Source: an optimization exercise on an open RTL-to-GDS flow (aim: small area). Production flows keep margins and buffers that such runs may drop.
In this exercise RTL edits were held to simulation tests only and were not proved equivalent to the original.
Power figures rest on the tool's default switching activity, not on a simulated workload.

the baseline:
==> flow/design.v <==
module arbitrage_engine (
    input  clk,
    input  rst,         
    input  uart_rx,
    output uart_tx
);
    wire      s1 = uart_rx;
    reg [8:0] rc;
    reg [3:0] rj;
    wire r_idle = ~rj[3] & rj[1] & ~rj[0];       
    wire r_stop = ~rj[3] & ~rj[1] & ~rj[0];      
    wire r_wrap = rc[8] & rc[7] & rc[5] & rc[3] & ~rc[2] & rc[1] & ~rc[0];
    wire r_ev   = rc[8] & ~rc[7] & ~rc[5] & rc[4] & ~rc[3] & rc[2] & ~rc[0];
    wire dev    = r_ev & rj[3];                  
    wire vld    = r_ev & r_stop;                 
    always @(posedge clk) begin
        if (~rst | r_idle | r_wrap) rc <= 9'd130;
        else rc <= {rc[7:0], ~(rc[8] ^ rc[3])};
        if (~rst | vld) rj <= 4'd6;
        else if (r_wrap | (r_idle & ~s1)) rj <= rj + 4'd1;
    end
    reg [2:0] ps;
    wire p_idle = ~ps[2] & ~ps[0];
    wire p_a    = ~ps[2] & ps[0];
    wire p_bh   = ps[2] & ps[0];
    wire p_b    = ps[2] & ps[1];
    wire p_ft   = ps[2] & ~ps[1];
    reg  m;
    wire m_bit = s1 ^ rj[0] ^ p_ft;              
    always @(posedge clk) begin
        if (r_idle) m <= 1'b1;
        else if (dev) m <= m & ~m_bit;
    end
    reg  [15:0] P;
    reg         br, bh;
    wire        pa   = P[0];
    wire        din  = p_b ? (s1 ^ pa ^ br) : s1;
    wire        xfer;
    wire hz    = ~|P[7:0];
    wire lz    = ~|P[15:8];
    wire eq    = hz & ~bh & lz;
    wire neg   = bh | (hz & br);                 
    wire kh    = br | (neg & lz);
    always @(posedge clk) begin
        if (~rst) ps <= 3'b000;
        else if (ps == 3'b010) ps <= 3'b101;
        else if (ps == 3'b101) ps <= 3'b000;
        else if (vld & p_ft) ps <= (m & ~eq) ? 3'b010 : 3'b000;
        else if (vld & (~p_idle | m)) ps <= {ps[1:0], ~ps[2]};
    end
    always @(posedge clk) begin
        if ((dev & ~p_ft) | xfer) P <= {din, P[15:1]};
        if (p_a | (vld & p_bh)) br <= 1'b0;
        else if (dev & p_b) br <= (~pa & (s1 | br)) | (s1 & br);
        if (vld & p_bh) bh <= br;
    end
    reg [2:0] eb;
    reg [3:0] q;
    reg [8:0] c;
    reg [15:0] R;
    reg        rneg, k;
    wire t_idle = q == 4'd3;
    wire t_en   = q == 4'd6;
    wire t_pre  = (q == 4'd4) | (q == 4'd5);
    wire t_start= q == 4'd7;
    wire t_data = q[3];
    wire nb     = c[8] & ~c[7] & c[6] & c[5] & c[4] & ~c[3] & ~c[2] & ~c[0];
    wire e_idle = ~eb[1] & ~eb[0];
    wire e_sh   = ~eb[1] & eb[0];
    wire e_st   = ~eb[2] & eb[1];
    wire e_prof = eb[2];
    wire e_lo   = eb[2] & ~eb[0];
    wire pick   = ps == 3'b101;
    wire e_wait = eb[2] & ~eb[1];
    wire t_extra= q == 4'd0;
    wire go     = t_idle & ~e_idle;
    assign xfer = e_sh & t_start & ~c[4] & c[3] & ~c[2] & c[1] & ~c[0];
    wire rtx    = e_prof & ((nb & t_data & ~(q[2:0] == 3'd7)) | t_extra);
    always @(posedge clk) begin
        if (~rst) q <= 4'd3;
        else if (e_wait) q <= 4'd4;
        else if (go) q <= 4'd6;
        else if (nb | (q == 4'd0) | (q == 4'd2) | t_pre | t_en) q <= q + 4'd1;
        if (~rst | nb) c <= 9'd0;
        else if (t_idle | t_pre | t_en) c <= {8'd0, c[0]};
        else c <= {c[7:0], ~(c[8] ^ c[3])};
        if (~rst) eb <= 3'd0;
        else if (pick) eb <= 3'b100;
        else if (e_wait) eb <= 3'b001;
        else if (go) eb <= {eb[1] & eb[0], eb[0], ~eb[2]};
        if (xfer | rtx) R <= {pa, R[15:1]};
        if (pick) rneg <= neg;
        if (pick) k <= kh;
        else if (e_lo & t_start) k <= rneg;
        else if (rtx) k <= k & ~R[0];
    end
    wire [2:0] bi = t_extra ? 3'd7 : q[2:0];
    reg  bitval;
    always @(*) begin
        if (e_sh)        bitval = bi[0];
        else if (e_st)   bitval = (bi == 3'd0) ? rneg : (bi == 3'd1) ? ~rneg : 1'b0;
        else if (e_prof) bitval = R[0] ^ rneg ^ k;
        else             bitval = ~bi[0];
    end
    assign uart_tx = (t_data | t_extra) ? bitval : ~t_start;
endmodule
Settings: LEC_CHECK=0, CAP_MARGIN=20, CORE_MARGIN=2, CORE_UTILIZATION=40, SLEW_MARGIN=20; clock period 20.0 ns.
standard.sh (not shown) runs the stock make flow with config.mk's settings and CLKGATE_MAP_FILE= SYNTH_SCRIPT=/design/flow/synth_recipe.tcl, a recipe that flattens the netlist after the stock synthesis.
==> flow/flow/run.sh <==
#!/bin/bash
# Layout flow: the standard synthesis, then its combinational logic
# re-mapped for area (flip-flops untouched, result proven equivalent),
# then the standard ORFS flow with a clock tree without dummy loads and
# minimum-size port buffers.
set -euo pipefail
LIB=$FLOW_HOME/platforms/sky130hd/lib/sky130_fd_sc_hd__tt_025C_1v80.lib
YOSYS=$(command -v yosys || true)
if [[ -z "$YOSYS" ]]; then YOSYS=$FLOW_HOME/../tools/install/yosys/bin/yosys; fi
RES=orfs/results/sky130hd/arbitrage_engine/base

bash standard.sh synth > standard_synth.log 2>&1

cp $RES/1_2_yosys.v std_netlist.v
if python3 flow/filt_lib.py $LIB filt.lib > filt_lib.log 2>&1 \
   && $YOSYS -s flow/resyn.ys > resyn.log 2>&1 \
   && bash flow/eqcheck.sh std_netlist.v resyn.v filt.lib $YOSYS > eqcheck.log 2>&1; then
  cp resyn.v $RES/1_2_yosys.v
  rm -f $RES/1_synth.odb $RES/1_synth.sdc
  echo "using re-mapped netlist" > netlist_choice.log
else
  echo "re-mapping failed or not proven; using the standard netlist" > netlist_choice.log
fi
rm -f filt.lib

bash standard.sh \
  "CTS_ARGS=-sink_clustering_enable -repair_clock_nets -dont_use_dummy_load -buf_list sky130_fd_sc_hd__clkbuf_4" \
  "BUFFER_PORTS_ARGS=-buffer_cell sky130_fd_sc_hd__buf_1" \
  finish > standard_finish.log 2>&1
Other scripts of this flow, unchanged in this note and not shown: flow/flow/abc_area.scr, flow/flow/eqcheck.sh, flow/flow/filt_lib.py, flow/flow/resyn.ys
> inputs changed (the baseline -> the candidate)
--- a/flow/design.v
+++ b/flow/design.v
@@ -58,4 +58,6 @@
     reg [3:0] q;
     reg [8:0] c;
+    reg       txd;
+    reg       f;         
     reg [15:0] R;
     reg        rneg, k;
@@ -65,5 +67,5 @@
     wire t_start= q == 4'd7;
     wire t_data = q[3];
-    wire nb     = c[8] & ~c[7] & c[6] & c[5] & c[4] & ~c[3] & ~c[2] & ~c[0];
+    wire nb     = c[8] & c[7] & c[6] & c[5] & c[3] & c[1] & c[0];
     wire e_idle = ~eb[1] & ~eb[0];
     wire e_sh   = ~eb[1] & eb[0];
@@ -72,21 +74,18 @@
     wire e_lo   = eb[2] & ~eb[0];
     wire pick   = ps == 3'b101;
-    wire e_wait = eb[2] & ~eb[1];
-    wire t_extra= q == 4'd0;
     wire go     = t_idle & ~e_idle;
-    assign xfer = e_sh & t_start & ~c[4] & c[3] & ~c[2] & c[1] & ~c[0];
-    wire rtx    = e_prof & ((nb & t_data & ~(q[2:0] == 3'd7)) | t_extra);
+    assign xfer = e_sh & t_start & c[5] & c[4] & c[1] & c[0];
+    wire rtx    = nb & t_data & e_prof;
     always @(posedge clk) begin
         if (~rst) q <= 4'd3;
-        else if (e_wait) q <= 4'd4;
+        else if (pick) q <= 4'd4;
         else if (go) q <= 4'd6;
         else if (nb | (q == 4'd0) | (q == 4'd2) | t_pre | t_en) q <= q + 4'd1;
-        if (~rst | nb) c <= 9'd0;
-        else if (t_idle | t_pre | t_en) c <= {8'd0, c[0]};
+        if (~rst | nb | t_idle | t_pre | (t_en & ~f)) c <= 9'd230;
         else c <= {c[7:0], ~(c[8] ^ c[3])};
+        if (~rst) f <= 1'b0;
+        else if (q == 4'd2) f <= 1'b1;
         if (~rst) eb <= 3'd0;
-        else if (pick) eb <= 3'b100;
-        else if (e_wait) eb <= 3'b001;
-        else if (go) eb <= {eb[1] & eb[0], eb[0], ~eb[2]};
+        else if (go | pick) eb <= {eb[1] & eb[0], eb[0], ~eb[2]};
         if (xfer | rtx) R <= {pa, R[15:1]};
         if (pick) rneg <= neg;
@@ -95,5 +94,5 @@
         else if (rtx) k <= k & ~R[0];
     end
-    wire [2:0] bi = t_extra ? 3'd7 : q[2:0];
+    wire [2:0] bi = q[2:0];
     reg  bitval;
     always @(*) begin
@@ -103,4 +102,10 @@
         else             bitval = ~bi[0];
     end
-    assign uart_tx = (t_data | t_extra) ? bitval : ~t_start;
+    always @(posedge clk) begin
+        if (~rst) txd <= 1'b1;
+        else if (t_data) txd <= bitval;
+        else if (q == 4'd0) txd <= txd;
+        else txd <= ~t_start;
+    end
+    assign uart_tx = txd;
 endmodule
### Flow results
The candidate reached the final stage; the timing, design-rule and antenna checks on its layout passed.
Re post-route clock skew: the baseline was lower than the candidate.
Multi-input logic portion of the cell area (higher): the baseline
Combinational power share in the candidate vs the baseline: down 12 points
Per the comparison of the candidate with the baseline, maximum clock frequency higher; synthesized cell count lower; area after synthesis roughly the same; total wire length after detailed routing higher.
The run showing the greater arrival time at the worst endpoint is the candidate.
Against the baseline as the reference, the candidate delivers a higher sequential share of cell area.
Compared the candidate vs the baseline, and number of fill cells in the layout is down in the candidate.

==> separate check: timing with driven ports <==
Ports are ideal in the flow. The routed layouts listed here were re-timed in OpenROAD. Step 1 sets driving cells, clkbuf_16 on the clock port and buf_2 on the other inputs (assumed; they add their load-dependent delay and slew). Step 2 moves the port delays by t, midway between the first and last clock arrival at a register: inputs arrive t later, outputs are due t later. That takes back most of the time a late clock gives input paths. Three values: no drivers, after step 1, after step 2; two values: the first two.
| run | t (ns) | setup slack, ns | slew at the worst register clock pin (ns) | worst data-port slew with drivers (ns) | cell pins on the clock port's net |
|---|---|---|---|---|---|
| the baseline | 0.400 | 14.276 / 14.251 / 14.651 | 0.11 / 0.11 | 0.03 | 1 |
| the candidate | 0.404 | 14.906 / 14.908 / 14.503 | 0.12 / 0.12 | 0.03 | 1 |
After both steps setup and hold are still met in every run listed. The setup slack of the candidate, which loses most, moves by +0.002 ns with the drivers and by -0.403 ns with both steps.
